From an optimization exercise on the open Yosys and OpenROAD flow, aimed at small area; shortcuts taken in it are not production practice.
Function was checked by simulation only, so behaviour that the tests miss may differ from the original.
In every run shown here, the design's own scripts or RTL, not TritonCTS, make the clock network.
The clock port is modelled as an ideal driver, which makes a skipped or thinned clock tree look cheaper than it is; a real chip needs a root buffer or a tree.
No activity file was given, so power comes from the tool's default toggle rates.

==> design.v <==
parameter ADD     = 4'b0000;
parameter SUB     = 4'b0001;
parameter AND     = 4'b0010;
parameter OR      = 4'b0011;
parameter XOR     = 4'b0100;
parameter NOT     = 4'b0101;
parameter MOV     = 4'b0110;
parameter NOP     = 4'b0111;
parameter LOAD    = 4'b1000;
parameter STORE   = 4'b1001;
parameter LOAD_IM = 4'b1010;
parameter BRN_Z   = 4'b1011;
parameter BRN_N   = 4'b1100;
parameter BRN_O   = 4'b1101;
parameter BRN     = 4'b1110;
module microprocessor #(parameter N = 8, ROM_addressBits = 6, RF_addressBits = 3) (
  input  logic                           clk             ,
  input  logic                           rst_n           ,
  input  logic [ 3+2*(RF_addressBits):0] ROM_data        ,
  input  logic [                  N-1:0] SRAM_data       ,
  output logic                           overflowPC      ,
  output logic                           ROM_readEnable  ,
  output logic                           SRAM_readEnable ,
  output logic                           SRAM_writeEnable,
  output logic [    ROM_addressBits-1:0] ROM_address     ,
  output logic [(2**RF_addressBits)-1:0] SRAM_address    ,
  output logic [                  N-1:0] SRAM_data_in
);
  localparam logic [1:0] S_INIT = 2'd2, S_RUN = 2'd1, S_LD2 = 2'd0, S_HALT = 2'd3;
  logic [1:0] state;
  logic [2:0] ph;
  wire st_init = (state == S_INIT);
  wire st_run  = (state == S_RUN);
  wire st_ld2  = (state == S_LD2);
  wire ph0 = (ph == 3'd0);
  wire ph7 = (ph == 3'd7);
  wire [3:0] op = ROM_data[9:6];
  wire [2:0] fa = ROM_data[5:3];
  wire [2:0] fb = ROM_data[2:0];
  wire is_alu    = !op[3] && !(op[2] && op[1] && op[0]);    
  wire is_sub    = (op[2:0] == 3'b001);         
  wire is_addsub = (op[2:1] == 2'b00);          
  wire is_load   = (op == 4'b1000);
  wire is_store  = (op == 4'b1001);
  wire is_ldi    = (op == 4'b1010);
  wire is_undef  = (op == 4'b1111);
  wire is_branch = op[3] && (op[2] ? !(op[1] && op[0]) : (op[1] && op[0]));
  logic [7:0] pc;
  wire ov = pc[7];
  always_ff @(posedge clk or negedge rst_n) begin
    if (!rst_n) begin
      state <= S_INIT;
      ph    <= 3'd0;
    end else begin
      ph <= ph + 3'd1;
      if (ph7) begin
        case (state)
          S_INIT: state <= S_RUN;
          S_RUN:  state <= is_load ? S_LD2 : (ov ? S_HALT : S_RUN);
          S_LD2:  state <= ov ? S_HALT : S_RUN;
          default: state <= S_HALT;
        endcase
      end
    end
  end
  assign overflowPC     = (state == S_HALT);
  assign ROM_readEnable = ph7 && !(st_run && is_load);
  assign ROM_address    = pc[6:1];
  logic [7:0] R [0:7];
  wire [7:0] q0 = {R[7][0], R[6][0], R[5][0], R[4][0], R[3][0], R[2][0], R[1][0], R[0][0]};
  wire [3:0] a1 = fa[0] ? {q0[7], q0[5], q0[3], q0[1]} : {q0[6], q0[4], q0[2], q0[0]};
  wire [1:0] a2 = fa[1] ? {a1[3], a1[1]} : {a1[2], a1[0]};
  wire port_a = fa[2] ? a2[1] : a2[0];
  wire [3:0] b1 = fb[0] ? {q0[7], q0[5], q0[3], q0[1]} : {q0[6], q0[4], q0[2], q0[0]};
  wire [1:0] b2 = fb[1] ? {b1[3], b1[1]} : {b1[2], b1[0]};
  wire port_b = fb[2] ? b2[1] : b2[0];
  logic alu_c;
  wire bb   = port_b ^ is_sub;
  wire cin  = ph0 ? is_sub : alu_c;
  wire sum  = port_a ^ bb ^ cin;
  wire cout = (port_a & bb) | (port_a & cin) | (bb & cin);
  logic alu_r;
  always_comb begin
    case (op[2:0])
      3'b010:  alu_r = cout;                
      3'b011:  alu_r = sum | cout;          
      3'b101:  alu_r = R[1][0] ^ port_b;    
      3'b110:  alu_r = port_b;              
      default: alu_r = sum;                 
    endcase
  end
  logic flag_o, flag_n, flag_z;
  wire flag_clr = ph7 && (st_init || (st_run && is_branch));
  wire flag_upd = st_run && is_alu;
  always_ff @(posedge clk) begin
    alu_c  <= cout & is_addsub;
    flag_o <= !flag_clr && (flag_upd ? (is_addsub && (cin ^ cout)) : flag_o);
    flag_n <= !flag_clr && (flag_upd ? alu_r : flag_n);
    flag_z <= !flag_clr && !(flag_upd && alu_r) && (flag_z || (flag_upd && ph0));
  end
  logic [7:1] addr, dreg;
  wire addr_in = op[0] ? port_a : port_b;
  assign SRAM_address     = {addr_in, addr[7:1]};
  assign SRAM_data_in     = {port_b, dreg[7:1]};
  assign SRAM_readEnable  = st_run && is_load && ph7;
  assign SRAM_writeEnable = st_run && is_store && ph7;
  always_ff @(posedge clk) begin
    addr <= {addr_in, addr[7:2]};
    dreg <= {(port_b & op[0]), dreg[7:2]} | SRAM_data[7:1];
  end
  wire imm   = ph[1] | ph[2] ? fb[2] : (ph[0] ? fb[1] : fb[0]);
  wire ldbit = SRAM_data[0] | dreg[1];
  wire wbit  = op[3] ? (op[1] ? imm : ldbit) : alu_r;
  wire wen   = st_ld2 || (st_run && (is_alu || is_ldi));
  always_ff @(posedge clk) begin
    for (int i = 0; i < 8; i++) begin
      if (st_init || (wen && fa == i))
        R[i] <= {(i == 1) ? (wbit | st_init) : (wbit & !st_init), R[i][7:1]};
      else
        R[i] <= {R[i][0], R[i][7:1]};
    end
  end
  logic pc_c;
  logic cond;
  always_comb begin
    case (op[1:0])
      2'b11:   cond = flag_z;    
      2'b00:   cond = flag_n;    
      2'b01:   cond = flag_o;    
      default: cond = 1'b1;      
    endcase
  end
  wire taken  = st_run && is_branch && cond;
  wire pc_sub = ROM_data[5];
  wire [1:0] mg1 = ph[0] ? {ROM_data[3], ROM_data[1]} : {ROM_data[2], ROM_data[0]};
  wire mg2 = ph[1] ? mg1[1] : mg1[0];
  wire mag = ph[2] ? (!ph[1] && !ph[0] && ROM_data[4]) : mg2;
  wire px     = taken & (pc_sub ^ mag);
  wire pcin   = ph0 ? (st_run & (taken ? pc_sub : !is_undef)) : pc_c;
  wire psum   = pc[0] ^ px ^ pcin;
  always_ff @(posedge clk) begin
    pc_c <= (pc[0] & px) | (pc[0] & pcin) | (px & pcin);
    pc   <= {psum & !st_init, pc[7:1]};
  end
endmodule
==> flow/run.sh <==
#!/bin/bash
# Own layout flow: the standard flow (standard.sh) with three changes:
#  - synthesis is the standard flow's synthesis script (registers and names unchanged),
#    with ABC run with area-oriented scripts (flow/abc_*.script) instead of
#    ORFS's, each with and without first mapping 4:1 multiplexer trees to
#    mux4 cells (yosys muxcover, flow/mux4map.v); each variant is tried in a
#    synthesis-only run and the one giving the smallest cell area is used;
#  - the port buffers are the smallest buffer cell (buf_1);
#  - the clock tree is made by hand (flow/cts_manual.tcl): the registers
#    are split into groups by position, each driven by one buffer, and the
#    clock port drives the buffers; flow/cts_buf.txt holds the buffer cell,
#    the number of groups, how many sinks over an even share a group may
#    take, the estimated slew (ns) above which a buffer is replaced, and the
#    stronger cell that replaces it.
# Each tool's output goes to a log file in this folder: make's output to
# standard.log (and synth_<variant>.log for the trial syntheses); ORFS keeps
# its per-step logs under orfs/logs/.
set -euo pipefail
W=$PWD
mk_synth() {  # $1: abc script, $2: 1 to map mux4 first, $3: output tcl
  {
    if [[ "$2" == 1 ]]; then
      pre="yosys muxcover -mux4; yosys techmap -map $W/flow/mux4map.v;"
    else
      pre=""
    fi
    echo "proc abc {args} { set i [lsearch \$args -script]; if {\$i >= 0} { lset args [expr {\$i+1}] $1 }; $pre yosys abc {*}\$args }"
    cat "$W/synth_recipe.tcl"
  } > "$3"
}
best=""
best_area=""
variants=()
for s in "$W"/flow/abc_*.script; do
  for m in 0 1; do variants+=("$s:$m"); done
done
run_variant() {
  local s=${1%:*} m=${1##*:}
  local name="$(basename "$s" .script)_m$m"
  mk_synth "$s" "$m" "$W/synth_$name.tcl"
  sed -e "s#SYNTH_SCRIPT=[^ ]*#SYNTH_SCRIPT=$W/synth_$name.tcl#" \
      -e "s#WORK_HOME=[^ ]*#WORK_HOME=$W/try_$name#" "$W/standard.sh" > "$W/try_$name.sh"
  bash "$W/try_$name.sh" synth > "$W/synth_$name.log" 2>&1 || true
}
n=0
for v in "${variants[@]}"; do
  run_variant "$v" &
  n=$((n + 1))
  if (( n % 4 == 0 )); then wait; fi
done
wait
for v in "${variants[@]}"; do
  s=${v%:*}; m=${v##*:}
  name="$(basename "$s" .script)_m$m"
  a=$(grep -h "Chip area for module" "$W"/try_$name/reports/*/microprocessor/base/synth_stat.txt 2>/dev/null | awk '{print $NF}' | head -n 1)
  echo "$name ${a:-failed}" >> "$W/synth_choice.log"
  if [[ -n "$a" ]] && { [[ -z "$best_area" ]] || awk -v a="$a" -v b="$best_area" 'BEGIN{exit !(a < b)}'; }; then
    best=$v; best_area=$a
  fi
done
[[ -n "$best" ]] || best="$W/flow/abc_K.script:0"
echo "chosen $(basename "${best%:*}") mux4=${best##*:} $best_area" >> "$W/synth_choice.log"
rm -rf "$W"/try_abc_*
mk_synth "${best%:*}" "${best##*:}" "$W/own_synth.tcl"
sed "s#SYNTH_SCRIPT=[^ ]*#SYNTH_SCRIPT=$W/own_synth.tcl#" "$W/standard.sh" > "$W/own_standard.sh"
grep -q "SYNTH_SCRIPT=$W/own_synth.tcl" "$W/own_standard.sh"
export BUFFER_PORTS_ARGS="-buffer_cell sky130_fd_sc_hd__buf_1"
export PRE_CTS_TCL="$W/flow/cts_manual.tcl"
read -r OWN_CTS_BUF OWN_CTS_GROUPS OWN_CTS_SLACK OWN_CTS_SLEW_NS OWN_CTS_BIG_BUF < "$W/flow/cts_buf.txt"
export OWN_CTS_BUF OWN_CTS_GROUPS OWN_CTS_SLACK OWN_CTS_SLEW_NS OWN_CTS_BIG_BUF
bash "$W/own_standard.sh" > "$W/standard.log" 2>&1
==> flow/abc_J.script <==
strash
 &get -n
 &fraig -x
 &put
 scorr
 dc2
 dretime
 strash
 dc2
 strash
 &get -n
 &dch -f
 &nf -p -R 1000
 &put
==> flow/abc_K.script <==
strash
 &get -n
 &fraig -x
 &put
 scorr
 dc2
 dretime
 strash
 dc2
 strash
 dch -f
 amap
 topo
==> flow/abc_N.script <==
strash
 dc2
 strash
 dch -f
 amap
 topo
==> flow/abc_O.script <==
strash
 &get -n
 &fraig -x
 &put
 scorr
 dc2
 dretime
 strash
 &get -n
 &syn2
 &dch -f
 &nf -p -R 1000
 &put
==> flow/abc_Q.script <==
strash
 &get -n
 &fraig -x
 &put
 scorr
 dc2
 dretime
 strash
 &get -n
 &dc2
 &dch -f
 &put
 amap
 topo
==> flow/cts_buf.txt <==
sky130_fd_sc_hd__buf_12 3 4 0.118 sky130_fd_sc_hd__buf_16
==> flow/cts_manual.tcl <==
# Clock tree made by hand, run by ORFS's CTS step as its PRE_CTS_TCL hook.
# The design is small: the registers are split into OWN_CTS_GROUPS groups by
# position (k-means on the placed registers, each group at most a few sinks
# over an even share) and each group's clock pins are driven by one buffer
# (cell OWN_CTS_BUF) placed at the group's centre; the clock port drives
# these buffers directly. A buffer whose estimated slew at its sinks is over
# OWN_CTS_SLEW_NS is replaced by the stronger cell OWN_CTS_BIG_BUF.
# TritonCTS is then skipped.
set cts_buf_cell $::env(OWN_CTS_BUF)
set k_groups $::env(OWN_CTS_GROUPS)
set block [ord::get_db_block]
set db [ord::get_db]
set clknet [$block findNet clk]
set master [$db findMaster $cts_buf_cell]
set sinks {}
foreach iterm [$clknet getITerms] {
  set box [[$iterm getInst] getBBox]
  lappend sinks [list $iterm [expr {([$box xMin] + [$box xMax]) / 2.0}] [expr {([$box yMin] + [$box yMax]) / 2.0}]]
}
# initial centres: spread along x
set sorted [lsort -real -index 1 $sinks]
set n [llength $sorted]
set centres {}
for {set g 0} {$g < $k_groups} {incr g} {
  set s [lindex $sorted [expr {int(($g + 0.5) * $n / $k_groups)}]]
  lappend centres [list [lindex $s 1] [lindex $s 2]]
}
# balanced k-means: each group takes at most ceil(n/k) sinks, nearest first
set cap [expr {($n + $k_groups - 1) / $k_groups + $::env(OWN_CTS_SLACK)}]
for {set iter 0} {$iter < 20} {incr iter} {
  set pairs {}
  set i 0
  foreach s $sinks {
    set g 0
    foreach c $centres {
      set d [expr {abs([lindex $s 1] - [lindex $c 0]) + abs([lindex $s 2] - [lindex $c 1])}]
      lappend pairs [list $d $i $g]
      incr g
    }
    incr i
  }
  set assign [lrepeat $n -1]
  set count [lrepeat $k_groups 0]
  foreach p [lsort -real -index 0 $pairs] {
    lassign $p d i g
    if {[lindex $assign $i] >= 0 || [lindex $count $g] >= $cap} continue
    lset assign $i $g
    lset count $g [expr {[lindex $count $g] + 1}]
  }
  set newc {}
  for {set g 0} {$g < $k_groups} {incr g} {
    set sx 0.0; set sy 0.0; set m 0
    set i 0
    foreach s $sinks {
      if {[lindex $assign $i] == $g} {
        set sx [expr {$sx + [lindex $s 1]}]; set sy [expr {$sy + [lindex $s 2]}]; incr m
      }
      incr i
    }
    lappend newc [list [expr {$sx / $m}] [expr {$sy / $m}]]
  }
  set centres $newc
}
for {set g 0} {$g < $k_groups} {incr g} {
  set buf [odb::dbInst_create $block $master clkbuf_leaf_$g]
  set net [odb::dbNet_create $block clk_leaf_$g]
  $net setSigType CLOCK
  set m 0
  set i 0
  foreach s $sinks {
    if {[lindex $assign $i] == $g} {
      set iterm [lindex $s 0]
      $iterm disconnect
      $iterm connect $net
      incr m
    }
    incr i
  }
  [$buf findITerm A] connect $clknet
  [$buf findITerm X] connect $net
  set c [lindex $centres $g]
  $buf setLocation [expr {int([lindex $c 0])}] [expr {int([lindex $c 1])}]
  $buf setPlacementStatus PLACED
  puts "manual CTS: clkbuf_leaf_$g ($cts_buf_cell) drives $m clock pins"
}
set_propagated_clock [all_clocks]
estimate_parasitics -placement
for {set g 0} {$g < $k_groups} {incr g} {
  set worst 0.0
  foreach pin [get_pins -of_objects [get_nets clk_leaf_$g]] {
    if {[get_property $pin direction] ne "input"} continue
    foreach p {slew_max_rise slew_max_fall} {
      set v [get_property $pin $p]
      if {$v > $worst} { set worst $v }
    }
  }
  set worst_ns $worst
  puts "manual CTS: clkbuf_leaf_$g estimated sink slew $worst_ns ns"
  if {$worst_ns > $::env(OWN_CTS_SLEW_NS)} {
    replace_cell [get_cells clkbuf_leaf_$g] [get_lib_cells */$::env(OWN_CTS_BIG_BUF)]
    puts "manual CTS: clkbuf_leaf_$g replaced by $::env(OWN_CTS_BIG_BUF)"
  }
}
proc clock_tree_synthesis {args} { puts "clock_tree_synthesis skipped: clock tree made by hand" }
==> flow/mux4map.v <==
module \$_MUX4_ (A, B, C, D, S, T, Y);
  input A, B, C, D, S, T;
  output Y;
  sky130_fd_sc_hd__mux4_2 _TECHMAP_REPLACE_ (.A0(A), .A1(B), .A2(C), .A3(D), .S0(S), .S1(T), .X(Y));
endmodule
==> standard.sh <==
#!/bin/bash
# synth_recipe.tcl (not shown) runs the flow's synth.tcl, then flattens the netlist and writes it again
# the make line also repeats each setting of config.mk as NAME=value (left out here)
make -C /OpenROAD-flow-scripts/flow DESIGN_CONFIG=/design/flow/config.mk WORK_HOME=/design/flow/orfs CLKGATE_MAP_FILE= SYNTH_SCRIPT=/design/flow/synth_recipe.tcl "${@:-finish}"
==> config.mk <==
export PLATFORM = sky130hd
export DESIGN_NAME = microprocessor
export DESIGN_NICKNAME = microprocessor
export VERILOG_FILES = /design/flow/design.v
export SDC_FILE = /design/flow/constraint.sdc
export NUM_CORES = 4
export LEC_CHECK = 0
export CAP_MARGIN = 20
export CORE_MARGIN = 2
export CORE_UTILIZATION = 40
export SLEW_MARGIN = 20
==> constraint.sdc <==
create_clock -name core_clock -period 10.0 [get_ports {clk}]
set_input_delay 2.0000 -clock core_clock [delete_from_list [all_inputs] [get_ports {clk}]]
set_output_delay 2.0000 -clock core_clock [all_outputs]
set_load 0.01 [all_outputs]
==> results.cfg, run 1 <==
[power_and_ir_drop]
finalPower_w = 0.000556
power.leakage_nw = 1.15
vdd.ir_drop.worst_mv = 0.131
powerDensity_nw_per_um2 = 180

[critical_path]
r2r-end = R[5][7]$_DFF_P_
reg2regPathDepth = 11
start_kind = primary input
timing.critical_path.to = SRAM_data_in[7]
reg2reg_from = R[1][0]$_DFF_P_
worstPathMaxFanout = 5
worst-setup-path-type = in -> out
critPathArrivalTime_ns = 3.44
critPathCaptureType = output pin
cp-startpoint = ROM_data[0]
reg2reg_slack_ns = 6.87
worstPathRequired_ns = 8.00

[logic_synthesis]
syn_inst = 240
yosysSeqAreaShare = 0.696
netlist-cell-type-count = 28
ys_ff_latch = 96
syn_area_sq_um = 2800
yosys_warnings = 2
synth_async_sr_flop_share = 0.0521
synth_edf_count = 0
synth_nets = 266
synth_ff_type = dfxtp_1
synth.avg_cell_area_sq_um = 11.7

[sta]
finClkSkew_ns = 0.00915
worst_pin_slew_ns = 0.430
slew_violations = 0
finalCritPeriodShare = 0.544
period_minus_slack_ns = 5.44
slew_headroom = 0.706
fmax_ghz = 0.184
hold_violations = 0
rsz0062_at_grt = no
setup_tns_ns = 0
setup_viol = 0

[die]
initial_core_util = 0.412
die_x_um = 87.7
dieHeight_um = 87.7
num_rows = 30
io_pins = 46
core_region_area_sq_um = 6790
die_area_sq_um = 7690

[detailed_routing]
drt_iter0_markers = 50
ant_nets = 0
wl_mm = 4.45
via_count = 1690
dr.pass1.iters = 4
vias_per_cell = 4.49
wl_per_cell_um = 11.8
remaining_drc_errors = 0

[global_routing]
grt_pass1_wl_mm = 7.02
grt_pass1_vias = 1474
grt_start_max_net_pins = 37
track_usage = 0.112
grt.overflow.total = 0
antenna_found_initial = 0

[cells_and_area]
area_growth_pct = 10.6
drive_gt1_frac = 0.0286
fillCellCount = 641
insertedDiodeCount = 0
fin_nets = 308

[clock_tree]
ctsResizeCount = 0
post_cts_buffers = 0
clk_pin_slew_ns = 0.11
clk-insertion-delay-late_ns = 0.14
cts_hold_buf = 0

[place]
dpl.hpwl_mm = 3.52
port-buffer-count = 45
gp_congestion = 0.849

[status]
status = complete, no violations

[run]
maxCapViolations = 0

[min_path]
hold_path_class = reg -> reg
-- worst min path at each step --
stage	from	endpoint	slack, ns	cells after the start
5_1_grt	R[3][6]$_DFF_P_	R[3][5]$_DFF_P_	0.34	0
3_5_place_dp	R[1][1]$_DFF_P_	R[1][0]$_DFF_P_	0.31	0
4_1_cts	R[4][5]$_DFF_P_	R[4][4]$_DFF_P_	0.34	0
3_3_place_gp	R[6][1]$_DFF_P_	R[6][0]$_DFF_P_	0.31	0
6_report	R[3][6]$_DFF_P_	R[3][5]$_DFF_P_	0.33	0
2_1_floorplan	R[0][1]$_DFF_P_	R[0][0]$_DFF_P_	0.31	0
-- worst max-delay path: stages --
cell and delay [ns]:
buf_1 0.18, mux4_2 0.52, o22ai_1 0.37, clkinv_1 0.19, buf_1 0.17
-- cell type report --
| class | count | area [sq um] | area share |
|---|---|---|---|
| flip-flops and latches | 96 | 1950 | 0.629 |
| repair buffers | 45 | 169 | 0.0545 |
| multi-input cells | 115 | 713 | 0.230 |
| inverters | 21 | 78.8 | 0.0255 |
| plain buffers | 3 | 67.6 | 0.0218 |
| well taps | 96 | 120 | 0.0388 |
-- cell families after synthesis --
kind of cell               after synthesis  synth area share
DFF                                     96             0.696
buffers and inverters                   29            0.0496
and+or+nand+nor                         63             0.101
adders and majority gates                6            0.0322
muxes                                    4            0.0322
AOI/OAI and AO/OA                       42            0.0889
-- registers in the layout, summed over array words and instances (netlist names) --
| register | count |
|---|---|
| flag_z | 1 |
| ph | 3 |
| pc | 8 |
| R | 64 |
| dreg | 7 |
| alu_c | 1 |
| flag_n | 1 |
| state | 2 |
| flag_o | 1 |
| pc_c | 1 |
| addr | 7 |
-- cell usage after synthesis (all sizes together) (2+ instances only) --
library cell  instances  area share
dfxtp                91        0.65
nor2                 23       0.031
clkinv               21       0.028
a21oi                17       0.030
nor3                 15       0.027
nand2                11       0.015
o21ai                11       0.020
buf                   8       0.021
or2                   6       0.013
nand3                 5      0.0089
dfrtp                 4       0.036
ha                    4       0.018
mux4                  4       0.032
o22ai                 3      0.0067
fa                    2       0.014
nor2b                 2      0.0045
o211ai                2      0.0054
-- per-stage QoR --
step | cell area [sq um] | cells | utilization | worst slack, ns | hold slack [ns]
floorplan | 2800 | 240 | - | 4.94 | 0.310
global placement | 3030 | 373 | 0.446 | 4.59 | 0.310
detailed placement | 3030 | 373 | 0.446 | 4.53 | 0.312
CTS | 3100 | 376 | 0.456 | 4.51 | 0.339
global route | 3100 | 376 | 0.456 | 4.38 | 0.340
finish | 3100 | 376 | 0.456 | 4.56 | 0.333
-- cells in the final DEF (no fill, tap or decap), drive strengths merged --
cell type	count
dfxtp	91
buf	48
nor2	23
clkinv	21
a21oi	17
nor3	15
nand2	11
o21ai	11
or2	6
nand3	5
ha	4
mux4	4
dfrtp	4
o22ai	3
nor2b	2
o211ai	2
fa	2
a211oi	1
a311o	1
o22a	1
o311ai	1
nor4	1
a2111oi	1
a31oi	1
o21bai	1
o32ai	1
a221oi	1
dfstp	1
-- report_power, final --
group	switching (W)	internal (W)	total, W
combinational	0.0000163	0.00000916	0.0000255
clock	0.0000870	0.0000555	0.000142
sequential	0.00000158	0.000387	0.000388
-- layer usage --
layer | vias up | GRT usage | part of all wire
li1 | 882 | - | -
met4 | 0 | 0.00979 | 0.0097
met5 | - | 0 | 0
met3 | 4 | 0.0141 | 0.051
met1 | 768 | 0.167 | 0.49
met2 | 36 | 0.183 | 0.45
==> run 2, diff against run 1 <==
==> flow/cts_buf.txt (replaced) <==
sky130_fd_sc_hd__buf_12 3 4 0.126 sky130_fd_sc_hd__buf_16
==> run 2 against run 1 <==
Critical path type unchanged; hold slack worse by 0.0032 ns; die area unchanged; highest routed layer unchanged; core utilization fell by 0.11 points; largest cell class unchanged; via count up 0.30%; combinational power about the same; critical endpoint unchanged; synthesized cell count did not move; setup slack worse by 0.0099 ns; still clean on timing, DRC and antenna.
==> results.cfg, run 2 <==
[sta]
period_minus_slack_ns = 5.45
worst_pin_slew_ns = 0.451
setup_viol = 0
finClkSkew_ns = 0.0118
finalCritPeriodShare = 0.545
fmax_ghz = 0.183
hold_violations = 0
slew_violations = 0
rsz0062_at_grt = no
setup_slack_ns = 4.55
setup_tns_ns = 0
slew_headroom = 0.691

[detailed_routing]
remaining_drc_errors = 0
wl_mm = 4.47
vias_per_cell = 4.51
dr.pass1.iters = 4
wl_per_cell_um = 11.9
via_count = 1695
drt_iter0_markers = 51
ant_nets = 0

[logic_synthesis]
synthTopCellsByCount = 91 x dfxtp_1, 23 x nor2_1, 21 x clkinv_1
yosysSeqAreaShare = 0.696
yosys.area.top_type = dfxtp_1
syn_inst = 240
synth_top_area_share = 0.651
synth_edf_count = 0
yosys_warnings = 2
synth.avg_cell_area_sq_um = 11.7
synth_most_common_cell = dfxtp_1
ys_ff_latch = 96
synth_ff_type = dfxtp_1
synth_nets = 266
netlist-cell-type-count = 28
syn_area_sq_um = 2800
synth_async_sr_flop_share = 0.0521
yosys-top-cells-area = dfxtp_1 65%, dfrtp_1 3.6%, mux4_2 3.2%, nor2_1 3.1%, a21oi_1 3.0%

[cells_and_area]
fin_nets = 308
largest_reg_flops = 64
fillCellCount = 643
ff_latch_area_sq_um = 1950
final_common_cell = dfxtp_1
post-route-util = 0.455
layout_common_cells = 91 x dfxtp_1, 45 x buf_1, 23 x nor2_1
final_area_sq_um = 3090
drive_gt1_frac = 0.0286
largestRegisters = R x64, pc x8
insertedDiodeCount = 0
area_growth_pct = 10.3
multi_input_area_sq_um = 713
top_register = R

[die]
die_area_sq_um = 7690
io_pins = 46
core_region_area_sq_um = 6790
initial_core_util = 0.412
die_x_um = 87.7
num_rows = 30
dieHeight_um = 87.7

[critical_path]
worstPathRequired_ns = 8.00
worst-setup-path-type = in -> out
critPathArrivalTime_ns = 3.45
worstPathMaxFanout = 5
critPathCaptureType = output pin
start_kind = primary input

[global_routing]
track_usage = 0.112
grt_pass1_vias = 1474
grt.overflow.total = 0
grt_start_max_net_pins = 37
grt_pass1_wl_mm = 7.02
antenna_found_initial = 0

[power_and_ir_drop]
power.leakage_nw = 1.14
combPwrFrac = 0.046
vdd.ir_drop.worst_mv = 0.127
power_frac_seq = 0.706
powerDensity_nw_per_um2 = 178
switching_power_w = 0.000105
p_clk_frac = 0.247
finalPower_w = 0.000550
p_int_w = 0.000445
power_switching_share = 0.191

[place]
placed_cell_area_sq_um = 3030
port-buffer-count = 45
dpl.hpwl_mm = 3.52
post-place-ws_ns = 4.53
gp_congestion = 0.849

[clock_tree]
clk_pin_slew_ns = 0.12
clk-insertion-delay-late_ns = 0.15
post_cts_buffers = 0
ctsResizeCount = 0
cts_hold_buf = 0

[status]
status = complete, no violations

[run]
maxCapViolations = 0

[min_path]
hold_path_class = reg -> reg
run 2: worst max-delay path, stage by stage:
cell and delay (ns):
buf_1 0.19, mux4_2 0.53, o22ai_1 0.37, clkinv_1 0.19
buf_1 0.17
run 2: layout make-up:
type | instances | area share
plain buffers | 3 | 0.0194
repair buffers | 45 | 0.0547
well taps | 96 | 0.0389
multi-input cells | 115 | 0.231
inverters | 21 | 0.0255
flip-flops and latches | 96 | 0.631
run 2: power groups by stage:
stage | Sequential, W | Clock, W | Combinational [W]
floorplan | 0.000399 | 0 | 0.0000138
global placement | 0.000397 | 0 | 0.0000253
detailed placement | 0.000397 | 0 | 0.0000254
CTS | 0.000388 | 0.000142 | 0.0000256
global route | 0.000389 | 0.000155 | 0.0000288
finish | 0.000388 | 0.000136 | 0.0000255
run 2: routing by layer:
layer	wire, um	share of wire	global-route usage
met2	2010	0.45	0.183
met5	0	0	0
met1	2180	0.49	0.167
met3	239	0.053	0.0141
met4	43	0.0096	0.00979
run 2: cell families (layout without fill, tap and decap cells):
| group | count (synthesis) | count (layout) | synth area share |
|---|---|---|---|
| DFF | 96 | 96 | 0.696 |
| muxes | 4 | 4 | 0.0322 |
| adders and majority gates | 6 | 6 | 0.0322 |
| AOI/OAI and AO/OA | 42 | 42 | 0.0889 |
| buffers and inverters | 29 | 69 | 0.0496 |
| and+or+nand+nor | 63 | 63 | 0.101 |
run 2: per-stage QoR:
step / instances / hold slack [ns]
floorplan: 240 / 0.310
global placement: 373 / 0.310
detailed placement: 373 / 0.312
CTS: 376 / 0.337
global route: 376 / 0.335
finish: 376 / 0.330
run 2: final timing paths:
| kind | start | to | slack, ns | depth (start not counted) |
|---|---|---|---|---|
| max in group asynchronous | rst_n | state[1]$_DFFE_PN1P_ | 8.01 | 1 |
| worst max register to register | R[1][0]$_DFF_P_ | R[5][7]$_DFF_P_ | 6.91 | 11 |
| worst min register to register | R[3][6]$_DFF_P_ | R[3][5]$_DFF_P_ | 0.33 | 0 |
| worst min-delay path | R[3][6]$_DFF_P_ | R[3][5]$_DFF_P_ | 0.33 | 0 |
| min in group asynchronous | rst_n | ph[0]$_DFF_PN0_ | 1.70 | 1 |
| worst max-delay path | ROM_data[0] | SRAM_data_in[7] | 4.55 | 5 |
==> run 3, diff against run 2 <==
==> flow/abc_R.script (new file) <==
strash
 &get -n
 &fraig -x
 &put
 scorr
 dc2
 dretime
 strash
 balance
 rewrite
 refactor
 balance
 rewrite
 rewrite -z
 balance
 refactor -z
 rewrite -z
 balance
 dch -f
 amap
 topo
==> run 3 against run 2 <==
Die area is the same; critical path depth is the same; cell count is the same; clock power is essentially flat; total power is the same; critical path type unchanged; largest power group unchanged.
==> results.cfg, run 3 <==
[detailed_routing]
via_count = 1695
top_layer = met4
wl_met1_mm = 2.18
ant_nets = 0
drt_iter0_markers = 51
wl_met3_um = 239
vias_per_cell = 4.51
wl_mm = 4.47
dr.pass1.iters = 4
wl_per_cell_um = 11.9
met2WireLength_mm = 2.01
remaining_drc_errors = 0

[cells_and_area]
drive_gt1_frac = 0.0286
final_common_cell = dfxtp_1
top_register = R
area_growth_pct = 10.3
insertedDiodeCount = 0
largest_reg_flops = 64
fin_nets = 308
layout_common_cells = 91 x dfxtp_1, 45 x buf_1, 23 x nor2_1
largestRegisters = R x64, pc x8

[critical_path]
reg2reg_from = R[1][0]$_DFF_P_
start_kind = primary input
worst-setup-path-type = in -> out
cp-startpoint = ROM_data[0]
critical_path.max_stage_delay_ns = 0.53
critPathArrivalTime_ns = 3.45
reg2regPathDepth = 11
reg2reg_slack_ns = 6.91
critical_path.slowest_cell = mux4_2
worstPathRequired_ns = 8.00
critPathCaptureType = output pin
path_cells = buf_1 > mux4_2 > o22ai_1 > clkinv_1 > buf_1
worstPathMaxFanout = 5
r2r-end = R[5][7]$_DFF_P_
timing.critical_path.to = SRAM_data_in[7]
crit_path_frequent_cell = buf_1

[sta]
finalCritPeriodShare = 0.545
hold_violations = 0
fmax_ghz = 0.183
worst_pin_slew_ns = 0.451
rsz0062_at_grt = no
period_minus_slack_ns = 5.45
setup_tns_ns = 0
slew_violations = 0
setup_viol = 0
finClkSkew_ns = 0.0118
slew_headroom = 0.691

[clock_tree]
clk-insertion-delay-late_ns = 0.15
ctsResizeCount = 0
clk_pin_slew_ns = 0.12
cts_hold_buf = 0
post_cts_buffers = 0

[logic_synthesis]
synth.avg_cell_area_sq_um = 11.7
yosys_warnings = 2
syn_area_sq_um = 2800
synth_edf_count = 0
synth_async_sr_flop_share = 0.0521
synth_top_area_share = 0.651
yosysSeqAreaShare = 0.696
syn_inst = 240
netlist-cell-type-count = 28
synth_nets = 266
yosys.area.top_type = dfxtp_1
yosys-top-cells-area = dfxtp_1 65%, dfrtp_1 3.6%, mux4_2 3.2%, nor2_1 3.1%, a21oi_1 3.0%
synth_most_common_cell = dfxtp_1
synthTopCellsByCount = 91 x dfxtp_1, 23 x nor2_1, 21 x clkinv_1
ys_ff_latch = 96
synth_ff_type = dfxtp_1

[min_path]
hold_path_class = reg -> reg

[power_and_ir_drop]
vdd.ir_drop.worst_mv = 0.127
powerDensity_nw_per_um2 = 178
power.leakage_nw = 1.14
finalPower_w = 0.000550

[die]
die_area_sq_um = 7690
core_region_area_sq_um = 6790
die_x_um = 87.7
io_pins = 46
dieHeight_um = 87.7
initial_core_util = 0.412
num_rows = 30

[status]
status = complete, no violations

[run]
maxCapViolations = 0

[global_routing]
grt_pass1_wl_mm = 7.02
grt_pass1_vias = 1474
antenna_found_initial = 0
grt_start_max_net_pins = 37
grt.overflow.total = 0
track_usage = 0.112

[place]
port-buffer-count = 45
gp_congestion = 0.849
dpl.hpwl_mm = 3.52
## run 3: cell counts after synthesis
Identical to the previous run, type by type.
## run 3: how the worst min path moves through the flow
stage,startpoint,to,depth (start not counted)
3_3_place_gp,R[6][1]$_DFF_P_,R[6][0]$_DFF_P_,0
2_1_floorplan,R[0][1]$_DFF_P_,R[0][0]$_DFF_P_,0
3_5_place_dp,R[1][1]$_DFF_P_,R[1][0]$_DFF_P_,0
5_1_grt,R[3][6]$_DFF_P_,R[3][5]$_DFF_P_,0
4_1_cts,R[3][6]$_DFF_P_,R[3][5]$_DFF_P_,0
6_report,R[3][6]$_DFF_P_,R[3][5]$_DFF_P_,0
## run 3: metrics by stage
step	hold WS [ns]	util	setup slack (ns)	cell area (sq um)	instances
4_1_cts	0.337	0.455	4.51	3090	376
5_1_grt	0.335	0.455	4.38	3090	376
3_5_place_dp	0.312	0.446	4.53	3030	373
3_3_place_gp	0.310	0.446	4.59	3030	373
6_report	0.330	0.455	4.55	3090	376
2_1_floorplan	0.310	-	4.94	2800	240
## run 3: final cells by class
cell class	instances	area (sq um)
flip-flops and latches	96	1950
repair buffers	45	169
inverters	21	78.8
fillers	643	3700
plain buffers	3	60.1
well taps	96	120
multi-input cells	115	713
## run 3: critical path: cells and delay by family
family / cells / cell delay [ns]
compound gates: 1 / 0.37
buf+inv: 3 / 0.55
mux: 1 / 0.53
## run 3: cell families after synthesis
group | after synthesis | synth area share
compound gates | 42 | 0.0889
buf+inv | 29 | 0.0496
fa+ha+maj | 6 | 0.0322
mux | 4 | 0.0322
flops | 96 | 0.696
simple gates | 63 | 0.101
## run 3: report_power, final
| group | switching, W | leakage, nW | internal (W) | total, W |
|---|---|---|---|---|
| sequential | 0.00000158 | 0.796 | 0.000387 | 0.000388 |
| combinational | 0.0000163 | 0.321 | 0.00000916 | 0.0000255 |
| clock | 0.0000869 | 0.0282 | 0.0000491 | 0.000136 |
## run 3: per-layer routing
metal  vias to the layer above  track usage
met5                         -            0
met4                         0      0.00979
met3                         4       0.0141
met2                        41        0.183
met1                       767        0.167
li1                        883            -

==> what the ideal ports hide <==
No port has a modelled driver above. Below, the same layouts with a new extraction and two added sets of constraints. Step 1 sets driving cells, clkbuf_16 on the clock port and buf_2 on the other inputs (assumed; they add their load-dependent delay and slew). Step 2 also shifts input and output timing later by t, the mid clock arrival at the registers, as if the neighbouring blocks saw the same clock. a / b / c = no drivers / after step 1 / after step 2; a / b = the first two.
run	t (ns)	setup slack, ns	hold WS [ns]
run 1	0.211	4.559 / 4.527 / 4.527	0.333 / 0.334 / 0.334
run 2	0.208	4.549 / 4.517 / 4.517	0.330 / 0.330 / 0.330
run 3	0.208	4.549 / 4.517 / 4.517	0.330 / 0.330 / 0.330
After both steps every run listed still meets setup and hold.
